This design comes from an exercise in tuning for small area, a short achievable clock period and few clock cycles on the open sky130 flow, not from production work. In this exercise RTL edits were held to simulation tests only and were not proved equivalent to the original.

==> 09-02: inputs <==
Design cpu, start of the top module:
module cpu (
    input  wire        CLOCK,
    input  wire        RESET,
    output wire [31:0] mem_address,
    output wire        mem_wr,
    output wire [31:0] mem_wdata,
    input  wire [31:0] mem_rdata
);
export LEC_CHECK = 0
export CAP_MARGIN = 20
export CORE_MARGIN = 2
export CORE_UTILIZATION = 30
export PLACE_DENSITY = 0.45
export SLEW_MARGIN = 20
create_clock -name core_clock -period 18.0 [get_ports {CLOCK}]
run.sh (not shown) runs the stock make flow with config.mk's settings and CLKGATE_MAP_FILE= SYNTH_SCRIPT=/design/flow/synth_recipe.tcl, a recipe that flattens the netlist after the stock synthesis.
==> 03-06 (differences from 09-02) <==
--- a/flow/design.v
+++ b/flow/design.v
@@ -44,23 +44,22 @@
 reg         sbs;             
 reg  [31:0] sba;
 reg  [15:0] sbd;
 reg         sbb;             
 reg e_add, e_and, e_slt, e_shift, e_lui, e_mfhi, e_mflo, e_jal, e_xchg;
 reg e_wr, e_useimm, e_sub;
-reg e_beq, e_bne, e_ble, e_bgt, e_blm, e_j, e_jr, e_rte, e_break;
+reg e_beq, e_bne, e_ble, e_bgt, e_blm, e_break;
 reg e_load, e_sw, e_sbh, e_sb;
 reg e_ovt, e_div, e_mult, e_und, e_md;
 reg e_shvar, e_shleft, e_sharith;
 reg [1:0] e_lsz;
 reg [4:0] e_wa0;
-reg         l1v, l2v, l3v, l4v;
-reg  [1:0]  l1k, l2k, l3k, l4k;
-reg  [4:0]  l1r, l2r, l3r, l4r;
-reg  [1:0]  l1s, l2s, l3s, l4s;    
-reg  [31:0] ldr;
+reg         l1v, l2v, l3v;
+reg  [1:0]  l1k, l2k, l3k;
+reg  [4:0]  l1r, l2r, l3r;
+reg  [1:0]  l1s, l2s, l3s;    
 reg  [31:0] epc_r;
 reg  [31:0] rf [0:31];
 reg  [31:0] rvalid;
 reg  [33:0] H;
 reg  [31:0] L;
 reg  [31:0] M;
@@ -88,19 +87,19 @@
 integer k;
 always @(*) for (k = 0; k < 32; k = k + 1) sh_rev[k] = sh_in[31 - k];
 wire [31:0] sh_src = e_shleft ? sh_rev : sh_in;
 wire [31:0] sh_r   = $signed({e_sharith & sh_in[31], sh_src}) >>> sh_amt;
 reg  [31:0] sh_out;
 always @(*) for (k = 0; k < 32; k = k + 1) sh_out[k] = e_shleft ? sh_r[31 - k] : sh_r[k];
-wire        wb_load = l4v && l4k == K_LOAD;
+wire        wb_load = l3v && l3k == K_LOAD;
 reg  [31:0] wb_ldata;
 always @(*) begin
-    case (l4s)
-        2'd0:    wb_ldata = {24'd0, ldr[7:0]};
-        2'd1:    wb_ldata = {16'd0, ldr[15:0]};
-        default: wb_ldata = ldr;
+    case (l3s)
+        2'd0:    wb_ldata = {24'd0, mem_rdata[7:0]};
+        2'd1:    wb_ldata = {16'd0, mem_rdata[15:0]};
+        default: wb_ldata = mem_rdata;
     endcase
 end
 reg  [31:0] e_res;
 always @(*) begin
     e_res = 32'd0;
     if (e_add)   e_res = e_res | sum;
@@ -125,27 +124,24 @@
 wire [11:0] st_a   = ea[11:0] + ef[11:0];
 wire [11:0] win_l  = {7'd0, nfl, 2'b00};
 wire [11:0] st_d   = st_a - (epc4[11:0] - 12'd3);
 wire        st_ovl = (win_l != 12'd0) && (st_d < win_l + 12'd3);
 reg  [31:0] rtgt;
 always @(*) begin
-    if (tw)                    rtgt = ldr;
+    if (tw)                    rtgt = mem_rdata;
     else if (e_sw | e_sbh)     rtgt = epc4;
-    else if (e_j)              rtgt = {epc4[31:28], ef[25:0], 2'b00};
-    else if (e_jr)             rtgt = ea;
-    else if (e_rte)            rtgt = epc_r;
     else                       rtgt = e_btgt;
 end
 wire simple   = !(e_load | e_sw | e_sbh | e_blm | e_xchg) && estep == 2'd0;
 wire br_take  = (e_beq & eq) | (e_bne & ~eq) | (e_ble & (blt | eq)) | (e_bgt & ~blt & ~eq);
-wire vec_in   = tw && l4v && l4k == K_VEC;
+wire vec_in   = tw && l3v && l3k == K_VEC;
 wire redirect = vec_in ||
                 (e_go && e_sw && st_ovl) ||
                 (e_go && e_sbh && estep == 2'd0 && st_ovl) ||
                 (e_go && e_blm && estep == 2'd2 && blt) ||
-                (e_go && simple && !trap_now && (br_take | e_j | e_jr | e_rte));
+                (e_go && simple && !trap_now && br_take);
 wire e_done = (e_go && (e_load | e_sw | (e_sbh & estep == 2'd0) | (e_blm & estep == 2'd2) | (e_xchg & estep == 2'd1) | simple));
 wire e_we   = e_go && e_wr && (estep == 2'd0 || (e_xchg && estep == 2'd1));
 wire dop_vec = tv && !sbp;
 wire dop_ld  = !tv && e_go && estep == 2'd0 && (e_load | e_sw | e_sbh | e_blm);
 wire dop     = dop_vec | dop_ld | sbh_wr;
 wire dwr     = sbh_wr | (dop_ld & e_sw);
@@ -161,13 +157,13 @@
     if (e_go && estep == 2'd0) begin
         if (e_xchg)         estep_n = 2'd1;
         else if (e_blm)  estep_n = 2'd1;
     end
 end
 wire        we    = wb_load | e_we;
-wire [4:0]  waddr = wb_load ? l4r : e_wa;
+wire [4:0]  waddr = wb_load ? l3r : e_wa;
 wire [31:0] wdata = wb_load ? wb_ldata : e_res;
 wire        qv   = (qn != 3'd0);
 wire [5:0]  d_op = q0[31:26];
 wire [5:0]  d_fn = q0[5:0];
 wire [4:0]  d_rs = q0[25:21];
 wire [4:0]  d_rt = q0[20:16];
@@ -175,14 +171,13 @@
 wire        d_R  = (d_op == OP_R);
 wire        d_use_rs = !(d_op == OP_J || d_op == OP_JAL || d_op == OP_LUI);
 wire pe = ev && e_load;
 function automatic pend_hit(input [4:0] r);
     pend_hit = (pe && e_rt == r) ||
                (l1v && l1k == K_LOAD && l1r == r) ||
-               (l2v && l2k == K_LOAD && l2r == r) ||
-               (l3v && l3k == K_LOAD && l3r == r);
+               (l2v && l2k == K_LOAD && l2r == r);
 endfunction
 wire d_hazard = (d_use_rs && pend_hit(d_rs)) || pend_hit(d_rt) ||
                 (d_R && pend_hit(d_rd)) || (d_op == OP_JAL && pend_hit(5'd31));
 wire xfer = qv && !tw && (!ev || e_done) && !d_hazard;
 wire [31:0] rs_rf  = rvalid[d_rs] ? rf[d_rs] : ((d_rs == 5'd29) ? 32'd227 : 32'd0);
 wire [31:0] rt_rf  = rvalid[d_rt] ? rf[d_rt] : ((d_rt == 5'd29) ? 32'd227 : 32'd0);
@@ -216,13 +211,17 @@
 wire [4:0] d_wa = o_jal ? 5'd31 : ((d_R && !f_xchg) ? d_rd : d_rt);
 wire        push   = fv2;
 wire [2:0]  qn_nxt = qn - {2'd0, xfer} + {2'd0, push};
 wire [2:0]  occ    = nfl;
 wire [11:0] sb_fd  = fpc[11:0] - sba[11:0] + 12'd3;
 wire        credit = (xfer ? (occ <= 3'd4) : (occ <= 3'd3)) && !(sbp && (sbs || sb_fd < 12'd7));
-assign      f_issue = !dop && (redirect ? !sbp : credit);
+wire        dredir  = xfer && (o_j | o_jal | f_jr | f_rte) && !redirect && !trap_now;
+wire        anyredir = redirect | dredir;
+wire [31:0] dtgt    = f_jr ? d_rsv : (f_rte ? epc_r : {d_pc4[31:28], q0[25:0], 2'b00});
+wire [31:0] atgt    = redirect ? rtgt : dtgt;
+assign      f_issue = !dop && (anyredir ? !sbp : credit);
 wire [3:0]  qa = push ? {qn == 3'd4, qn == 3'd3, qn == 3'd2, qn == 3'd1} : 4'd0;
 wire [3:0]  qb = push ? {qn == 3'd3, qn == 3'd2, qn == 3'd1, qn == 3'd0} : 4'd0;
 wire md_start_mul = e_go && estep == 2'd0 && e_mult;
 wire md_start_div = e_go && estep == 2'd0 && e_div && !trap_div;
 wire md_zero      = e_go && estep == 2'd0 && trap_div;
 function automatic [34:0] booth(input [2:0] t, input [31:0] m);
@@ -298,31 +297,31 @@
 end
 always @(posedge CLOCK) begin
     if (rst_q) begin
         maddr <= 32'd0; mwr <= 1'b0; fl <= 32'd0; fli <= 1'b1;
         fv0 <= 1'b1; fv1 <= 1'b0; fv2 <= 1'b0; qn <= 3'd0; nfl <= 3'd1;
         ev <= 1'b0; estep <= 2'd0; tw <= 1'b0; tv <= 1'b0; sbp <= 1'b0;
-        l1v <= 1'b0; l2v <= 1'b0; l3v <= 1'b0; l4v <= 1'b0;
+        l1v <= 1'b0; l2v <= 1'b0; l3v <= 1'b0;
         epc_r <= 32'd0; rvalid <= 32'd0;
     end else begin
         if (dop) begin
             maddr <= daddr; mwr <= dwr; fv0 <= 1'b0;
-            if (redirect) begin fl <= rtgt; fli <= 1'b0; end
-        end else if (redirect && sbp) begin
-            fl <= rtgt; fli <= 1'b0; mwr <= 1'b0; fv0 <= 1'b0;
-        end else if (redirect) begin
-            maddr <= rtgt; mwr <= 1'b0; fv0 <= 1'b1; fl <= rtgt; fli <= 1'b1;
+            if (anyredir) begin fl <= atgt; fli <= 1'b0; end
+        end else if (anyredir && sbp) begin
+            fl <= atgt; fli <= 1'b0; mwr <= 1'b0; fv0 <= 1'b0;
+        end else if (anyredir) begin
+            maddr <= atgt; mwr <= 1'b0; fv0 <= 1'b1; fl <= atgt; fli <= 1'b1;
         end else if (credit) begin
             maddr <= fpc; mwr <= 1'b0; fv0 <= 1'b1; fl <= fpc; fli <= 1'b1;
         end else begin
             mwr <= 1'b0; fv0 <= 1'b0;
         end
-        fv1 <= fv0 & ~redirect;
-        fv2 <= fv1 & ~redirect;
-        qn  <= redirect ? 3'd0 : qn_nxt;
-        nfl <= redirect ? {2'd0, f_issue} : nfl - {2'd0, xfer} + {2'd0, f_issue};
+        fv1 <= fv0 & ~anyredir;
+        fv2 <= fv1 & ~anyredir;
+        qn  <= anyredir ? 3'd0 : qn_nxt;
+        nfl <= anyredir ? {2'd0, f_issue} : nfl - {2'd0, xfer} + {2'd0, f_issue};
         if (redirect | trap_now) ev <= 1'b0;
         else if (xfer)     ev <= 1'b1;
         else if (e_done)   ev <= 1'b0;
         if (xfer)          estep <= 2'd0;
         else               estep <= estep_n;
         if (trap_now) epc_r <= {epc4[31:2] + 30'd1, epc4[1:0]};
@@ -332,13 +331,13 @@
         end else if (dop_vec) tv <= 1'b0;
         if (dop_ld && e_sbh) begin
             sbp <= 1'b1; sbs <= st_ovl; sba <= sum; sbd <= eb[15:0]; sbb <= e_sb;
         end else if (sbh_wr) sbp <= 1'b0;
         if (trap_now) tw <= 1'b1;
         else if (vec_in) tw <= 1'b0;
-        l1v <= l1_push; l2v <= l1v; l3v <= l2v; l4v <= l3v;
+        l1v <= l1_push; l2v <= l1v; l3v <= l2v;
         if (we) rvalid[waddr] <= 1'b1;
     end
 end
 always @(posedge CLOCK) begin
     mwdata <= dwdata;
     if (xfer | qb[0]) q0 <= xfer ? (qa[0] ? mem_rdata : q1) : mem_rdata;
@@ -356,23 +355,21 @@
         e_lui <= o_lui;  e_mfhi <= f_mfhi;  e_mflo <= f_mflo;  e_jal <= o_jal;
         e_xchg <= f_xchg;
         e_wr <= d_wr;  e_wa0 <= d_wa;
         e_useimm <= o_addi | o_addiu | o_slti | o_ld | o_sb | o_sh | o_sw;
         e_sub <= f_sub | f_slt | o_slti | o_ble | o_bgt | o_blm;
         e_beq <= o_beq;  e_bne <= o_bne;  e_ble <= o_ble;  e_bgt <= o_bgt;  e_blm <= o_blm;
-        e_j <= o_j | o_jal;  e_jr <= f_jr;  e_rte <= f_rte;  e_break <= f_brk;
+  e_break <= f_brk;
         e_load <= o_ld;  e_sw <= o_sw;  e_sbh <= o_sb | o_sh;  e_sb <= o_sb;
         e_lsz <= o_lb ? 2'd0 : (o_lh ? 2'd1 : 2'd2);
         e_ovt <= f_add | f_sub | o_addi;  e_div <= f_div;  e_mult <= f_mult;  e_und <= o_und;
         e_md <= f_mult | f_div | f_mfhi | f_mflo;
         e_shvar <= f_sllv | f_srav;  e_shleft <= f_sll | f_sllv;  e_sharith <= f_sra | f_srav;
     end else if (blm_cap) begin
         ea   <= mem_rdata;
     end
     l1k <= l1_kind; l1r <= e_rt; l1s <= e_lsz;
     l2k <= l1k; l2r <= l1r; l2s <= l1s;
     l3k <= l2k; l3r <= l2r; l3s <= l2s;
-    l4k <= l3k; l4r <= l3r; l4s <= l3s;
-    if (l3v) ldr <= mem_rdata;
     if (we) rf[waddr] <= wdata;
 end
 endmodule
==> flow/flow/run.sh (new file) <==
#!/bin/bash
# The standard layout (the standard.sh: standard synthesis, floorplan, placement,
# CTS, routing) with two changes to how it is optimised; the clock period and the
# constraints are unchanged:
#  - the setup repair is asked to leave a large slack margin, so that it sizes and
#    buffers the critical paths for a short achieved period;
#  - the input and output ports are buffered, as usual, but with buf_4 instead of the
#    slow delay cell the tool picks by itself.
# make's output goes to flow_make.log here; each ORFS step also writes its own log
# under orfs/logs/.
set -euo pipefail
bash standard.sh SETUP_SLACK_MARGIN=12.5 TNS_END_PERCENT=100 \
  "BUFFER_PORTS_ARGS=-buffer_cell sky130_fd_sc_hd__buf_4" finish > flow_make.log 2>&1
==> flow/standard.sh (new file) <==
#!/bin/bash
# synth_recipe.tcl (not shown) runs the flow's synth.tcl, then flattens the netlist and writes it again
# the make line also repeats each setting of config.mk as NAME=value (left out here)
make -C /OpenROAD-flow-scripts/flow DESIGN_CONFIG=/design/flow/config.mk WORK_HOME=/design/flow/orfs CLKGATE_MAP_FILE= SYNTH_SCRIPT=/design/flow/synth_recipe.tcl "${@:-finish}"
- CORE_UTILIZATION: 30 -> 50
- PLACE_DENSITY: 0.45 -> 0.65
removed: flow/run.sh
==> summary.txt <==
Clock tree
  – CTS resizes: approximately 120

Run status
  – Status: timing/DRC/antenna clean

Setup path
  – Critical Path Max Stage Delay: about 0.6 ns

Routing
  – M1 WL: 150000 microns

STA
  – Worst Setup Slack, final: 12.32 ns

Final layout
  – Nets: between 8000 and 9000
  – Final instance area: 114000 sq um

Logic synthesis
  – Register area share after synthesis: around half
  – Mapped Cells: about 8200
# the run above: 03-06

==> summary.txt <==
Run status
  – Status: timing/DRC/antenna clean

Global route
  – GR Util All Layers: 25.1%

Routing
  – M1 WL: approximately 180000 microns

Logic synthesis
  – Yosys warning count: 1
  – Register area share after synthesis: between 40% and 50%
  – Mapped Cells: just under 8000

Setup path
  – Critical Path Max Stage Delay: approximately 0.56 ns

STA
  – Worst Setup Slack, final: about 11 ns
  – Max-slew violations: 0

Final layout
  – Nets: 8254
  – Final instance area: around 110000 sq um
  – Seq area share: between 40% and 50%

Clock tree
  – Worst skew pair latency: 0.92 ns
  – CTS resizes: 0
# the run above: 09-02

Testbench counts of 09-02, summed over its fixed seeds: cycles 38,933.
Testbench counts of 03-06, summed over its fixed seeds: cycles 38,149.


==> run a <==
Another version of the RTL of cpu (not shown whole).
Settings: LEC_CHECK=0, ABC_AREA=1, CAP_MARGIN=30, CORE_MARGIN=2, CORE_UTILIZATION=50, PLACE_DENSITY=0.65, SLEW_MARGIN=20; clock period 18.0 ns.
standard.sh (not shown) runs the stock make flow with config.mk's settings and CLKGATE_MAP_FILE= SYNTH_SCRIPT=/design/flow/synth_recipe.tcl, a recipe that flattens the netlist after the stock synthesis.
==> flow/flow/run.sh <==
#!/bin/bash
# The standard layout (the standard.sh: standard synthesis, floorplan, placement,
# CTS, routing) with two changes to how it is optimised; the clock period and the
# constraints are unchanged:
#  - the setup repair is asked to leave a large slack margin, so that it sizes and
#    buffers the critical paths for a short achieved period;
#  - the input and output ports are buffered, as usual, but with buf_4 instead of the
#    slow delay cell the tool picks by itself.
# make's output goes to flow_make.log here; each ORFS step also writes its own log
# under orfs/logs/.
set -euo pipefail
bash standard.sh SETUP_SLACK_MARGIN=13.4 TNS_END_PERCENT=100 \
  "BUFFER_PORTS_ARGS=-buffer_cell sky130_fd_sc_hd__buf_4" finish > flow_make.log 2>&1
==> inputs of run b, as changes to run a <==
--- a/flow/design.v
+++ b/flow/design.v
@@ -32,12 +32,13 @@
 reg  [2:0]  qn;
 reg  [2:0]  nfl;             
 reg         ev;
 reg  [25:0] ef;              
 reg  [31:0] ea, eb;
 reg  [31:0] epc4;
+reg  [31:0] e_btgt;          
 reg  [1:0]  estep;
 reg         tw;              
 reg         tv;              
 reg  [1:0]  tcause;          
 reg         sbp;             
 reg         sbs;             
@@ -121,18 +122,17 @@
 wire sbh_wr  = l3v && l3k == K_SBSH;
 wire blm_cap = ev && e_blm && estep == 2'd1 && l3v && l3k == K_BLM;
 wire [11:0] st_a   = ea[11:0] + ef[11:0];
 wire [11:0] win_l  = {7'd0, nfl, 2'b00};
 wire [11:0] st_d   = st_a - (epc4[11:0] - 12'd3);
 wire        st_ovl = (win_l != 12'd0) && (st_d < win_l + 12'd3);
-wire [31:0] e_btgt = epc4 + {e_simm[29:0], 2'b00};
 reg  [31:0] rtgt;
 always @(*) begin
     if (tw)                    rtgt = mem_rdata;
     else if (e_sw | e_sbh)     rtgt = epc4;
-    else                       rtgt = e_btgt;    
+    else                       rtgt = e_btgt;
 end
 wire simple   = !(e_load | e_sw | e_sbh | e_blm | e_xchg) && estep == 2'd0;
 wire br_take  = (e_beq & eq) | (e_bne & ~eq) | (e_ble & (blt | eq)) | (e_bgt & ~blt & ~eq);
 wire vec_in   = tw && l3v && l3k == K_VEC;
 wire redirect = vec_in ||
                 (e_go && e_sw && st_ovl) ||
@@ -182,12 +182,14 @@
 wire [31:0] rs_rf  = rvalid[d_rs] ? rf[d_rs] : ((d_rs == 5'd29) ? 32'd227 : 32'd0);
 wire [31:0] rt_rf  = rvalid[d_rt] ? rf[d_rt] : ((d_rt == 5'd29) ? 32'd227 : 32'd0);
 wire [31:0] d_rsv  = (we && waddr == d_rs) ? wdata : rs_rf;
 wire [31:0] d_rtv  = (we && waddr == d_rt) ? wdata : rt_rf;
 wire [4:0]  d_off  = (fli ? 5'd8 : 5'd4) - {nfl, 2'b00};
 wire [31:0] d_pc4  = fl + {{27{d_off[4]}}, d_off};
+wire [16:0] d_boff = {q0[15], q0[15:0]} + {{14{d_off[4]}}, d_off[4:2]};
+wire [31:0] d_btgt = fl + {{13{d_boff[16]}}, d_boff, 2'b00};
 wire f_add  = d_R && d_fn == F_ADD,   f_sub  = d_R && d_fn == F_SUB;
 wire f_and  = d_R && d_fn == F_AND,   f_slt  = d_R && d_fn == F_SLT;
 wire f_sll  = d_R && d_fn == F_SLL,   f_srl  = d_R && d_fn == F_SRL;
 wire f_sra  = d_R && d_fn == F_SRA,   f_sllv = d_R && d_fn == F_SLLV;
 wire f_srav = d_R && d_fn == F_SRAV,  f_xchg = d_R && d_fn == F_XCHG;
 wire f_jr   = d_R && d_fn == F_JR,    f_brk  = d_R && d_fn == F_BREAK;
@@ -344,12 +346,13 @@
     if (xfer | qb[3]) q3 <= mem_rdata;
     if (xfer) begin
         ef   <= q0[25:0];
         ea   <= d_rsv;
         eb   <= d_rtv;
         epc4 <= d_pc4;
+        e_btgt <= d_btgt;
         e_add <= f_add | f_sub | o_addi | o_addiu;
         e_and <= f_and;  e_slt <= f_slt | o_slti;  e_shift <= f_shift;
         e_lui <= o_lui;  e_mfhi <= f_mfhi;  e_mflo <= f_mflo;  e_jal <= o_jal;
         e_xchg <= f_xchg;
         e_wr <= d_wr;  e_wa0 <= d_wa;
         e_useimm <= o_addi | o_addiu | o_slti | o_ld | o_sb | o_sh | o_sw;
==> flow/flow/run.sh (replaced) <==
#!/bin/bash
# The standard layout (the standard.sh: standard synthesis, floorplan, placement,
# CTS, routing), with the setup repair asked to leave a large slack margin so that it
# sizes and buffers the critical paths for a short achieved period. The clock period
# and the constraints are unchanged. make's output goes to flow_make.log here; each
# ORFS step also writes its own log under orfs/logs/.
set -euo pipefail
bash standard.sh SETUP_SLACK_MARGIN=12.5 TNS_END_PERCENT=100 finish > flow_make.log 2>&1
==> flow/config.mk (replaced) <==
export PLATFORM = sky130hd
export DESIGN_NAME = cpu
export DESIGN_NICKNAME = cpu
export VERILOG_FILES = /design/flow/design.v
export SDC_FILE = /design/flow/constraint.sdc
export NUM_CORES = 4
export LEC_CHECK = 0
export CAP_MARGIN = 20
export CORE_MARGIN = 2
export CORE_UTILIZATION = 30
export PLACE_DENSITY = 0.45
export SLEW_MARGIN = 20
==> inputs of run c, as changes to run a <==
--- a/flow/flow/run.sh
+++ b/flow/flow/run.sh
@@ -6,8 +6,8 @@
 #    buffers the critical paths for a short achieved period;
 #  - the input and output ports are buffered, as usual, but with buf_4 instead of the
 #    slow delay cell the tool picks by itself.
 # make's output goes to flow_make.log here; each ORFS step also writes its own log
 # under orfs/logs/.
 set -euo pipefail
-bash standard.sh SETUP_SLACK_MARGIN=13.4 TNS_END_PERCENT=100 \
+bash standard.sh SETUP_SLACK_MARGIN=13 TNS_END_PERCENT=100 \
   "BUFFER_PORTS_ARGS=-buffer_cell sky130_fd_sc_hd__buf_4" finish > flow_make.log 2>&1
==> flow/config.mk (replaced) <==
export PLATFORM = sky130hd
export DESIGN_NAME = cpu
export DESIGN_NICKNAME = cpu
export VERILOG_FILES = /design/flow/design.v
export SDC_FILE = /design/flow/constraint.sdc
export NUM_CORES = 4
export LEC_CHECK = 0
export CAP_MARGIN = 30
export CORE_MARGIN = 2
export CORE_UTILIZATION = 50
export PLACE_DENSITY = 0.65
export SLEW_MARGIN = 20
==> inputs of run d, as changes to run a <==
--- a/flow/flow/run.sh
+++ b/flow/flow/run.sh
@@ -6,8 +6,8 @@
 #    buffers the critical paths for a short achieved period;
 #  - the input and output ports are buffered, as usual, but with buf_4 instead of the
 #    slow delay cell the tool picks by itself.
 # make's output goes to flow_make.log here; each ORFS step also writes its own log
 # under orfs/logs/.
 set -euo pipefail
-bash standard.sh SETUP_SLACK_MARGIN=13.4 TNS_END_PERCENT=100 \
+bash standard.sh SETUP_SLACK_MARGIN=13 TNS_END_PERCENT=100 \
   "BUFFER_PORTS_ARGS=-buffer_cell sky130_fd_sc_hd__buf_4" finish > flow_make.log 2>&1
==> flow_summary_export.csv <==
group,metric,value,unit
final_layout,n_all_buffers,621,
grt,grt_max_degree,91,
critical_path,required,18.77,ns
critical_path,crit_arrival,6.06,ns
critical_path,path_buf_inv,4,
outcome,outcome,"timing/DRC/antenna clean",
final_layout,largest_cell_class,"multi-input combinational cells",
critical_path,startpoint,"e_useimm",
[end of results for run c]
==> flow_summary_export.csv <==
group,metric,value,unit
critical_path,crit_arrival,6.04,ns
critical_path,path_buf_inv,3,
critical_path,startpoint,"mem_rdata[1]",
outcome,outcome,"timing/DRC/antenna clean",
clock_network,post_cts_buffers,64,
grt,grt_max_degree,105,
critical_path,required,18.43,ns
final_layout,largest_cell_class,"multi-input combinational cells",
[end of results for run b]
==> flow_summary_export.csv <==
group,metric,value,unit
synth,ys_warn_count,1,
critical_path,crit_arrival,5.99,ns
final_layout,n_all_buffers,472,
grt,grt_max_degree,223,
synth,synth_xor_area_share,1.84,%
critical_path,required,18.76,ns
outcome,outcome,"timing/DRC/antenna clean",
[end of results for run d]
==> flow_summary_export.csv <==
group,metric,value,unit
outcome,outcome,"finished with violations",
critical_path,startpoint,"ef[15]",
outcome,so.violations,"slew limit",
sta,slew_viol_final,54,
[end of results for run a]
Testbench counts of run a, summed over its fixed seeds: cycles 38,149.
Testbench counts of run b, summed over its fixed seeds: cycles 38,149.
Testbench counts of run c, summed over its fixed seeds: cycles 38,149.
Testbench counts of run d, summed over its fixed seeds: cycles 38,149.

port drivers added, routing unchanged:
How much do the figures lean on ideal ports? The routed layouts below were timed once more, with nothing changed but the port constraints.
Step 1 sets driving cells, clkbuf_16 on the clock port and buf_2 on the other inputs (assumed; they add their load-dependent delay and slew).
Step 2 also shifts input and output timing later by t, the mid clock arrival at the registers, as if the neighbouring blocks saw the same clock.
Slacks: ideal / step 1 / step 2; pairs: ideal / step 1.
run | t (ns) | setup slack, ns | worst hold slack (ns) | worst register clock-pin slew, ns | worst slew at a driven data input, ns
09-02 | 0.980 | 11.157 / 11.157 / 11.157 | 0.326 / 0.326 / 0.326 | 0.07 / 0.07 | 0.05
03-06 | 0.949 | 12.324 / 12.324 / 11.573 | 0.327 / 0.327 / 0.327 | 0.07 / 0.07 | 0.04
run a | 0.961 | 12.856 / 12.856 / 12.394 | 0.330 / 0.330 / 0.330 | 0.07 / 0.07 | 0.04
run b | 0.990 | 12.389 / 12.421 / 11.467 | 0.326 / 0.326 / 0.326 | 0.07 / 0.07 | 0.04
run c | 0.919 | 12.702 / 12.702 / 12.208 | 0.330 / 0.330 / 0.330 | 0.08 / 0.08 | 0.04
run d | 0.958 | 12.773 / 12.773 / 12.215 | 0.327 / 0.327 / 0.327 | 0.07 / 0.07 | 0.09
For run b, which loses most, drivers alone change the setup slack by +0.032 ns; drivers and shift together by -0.922 ns.
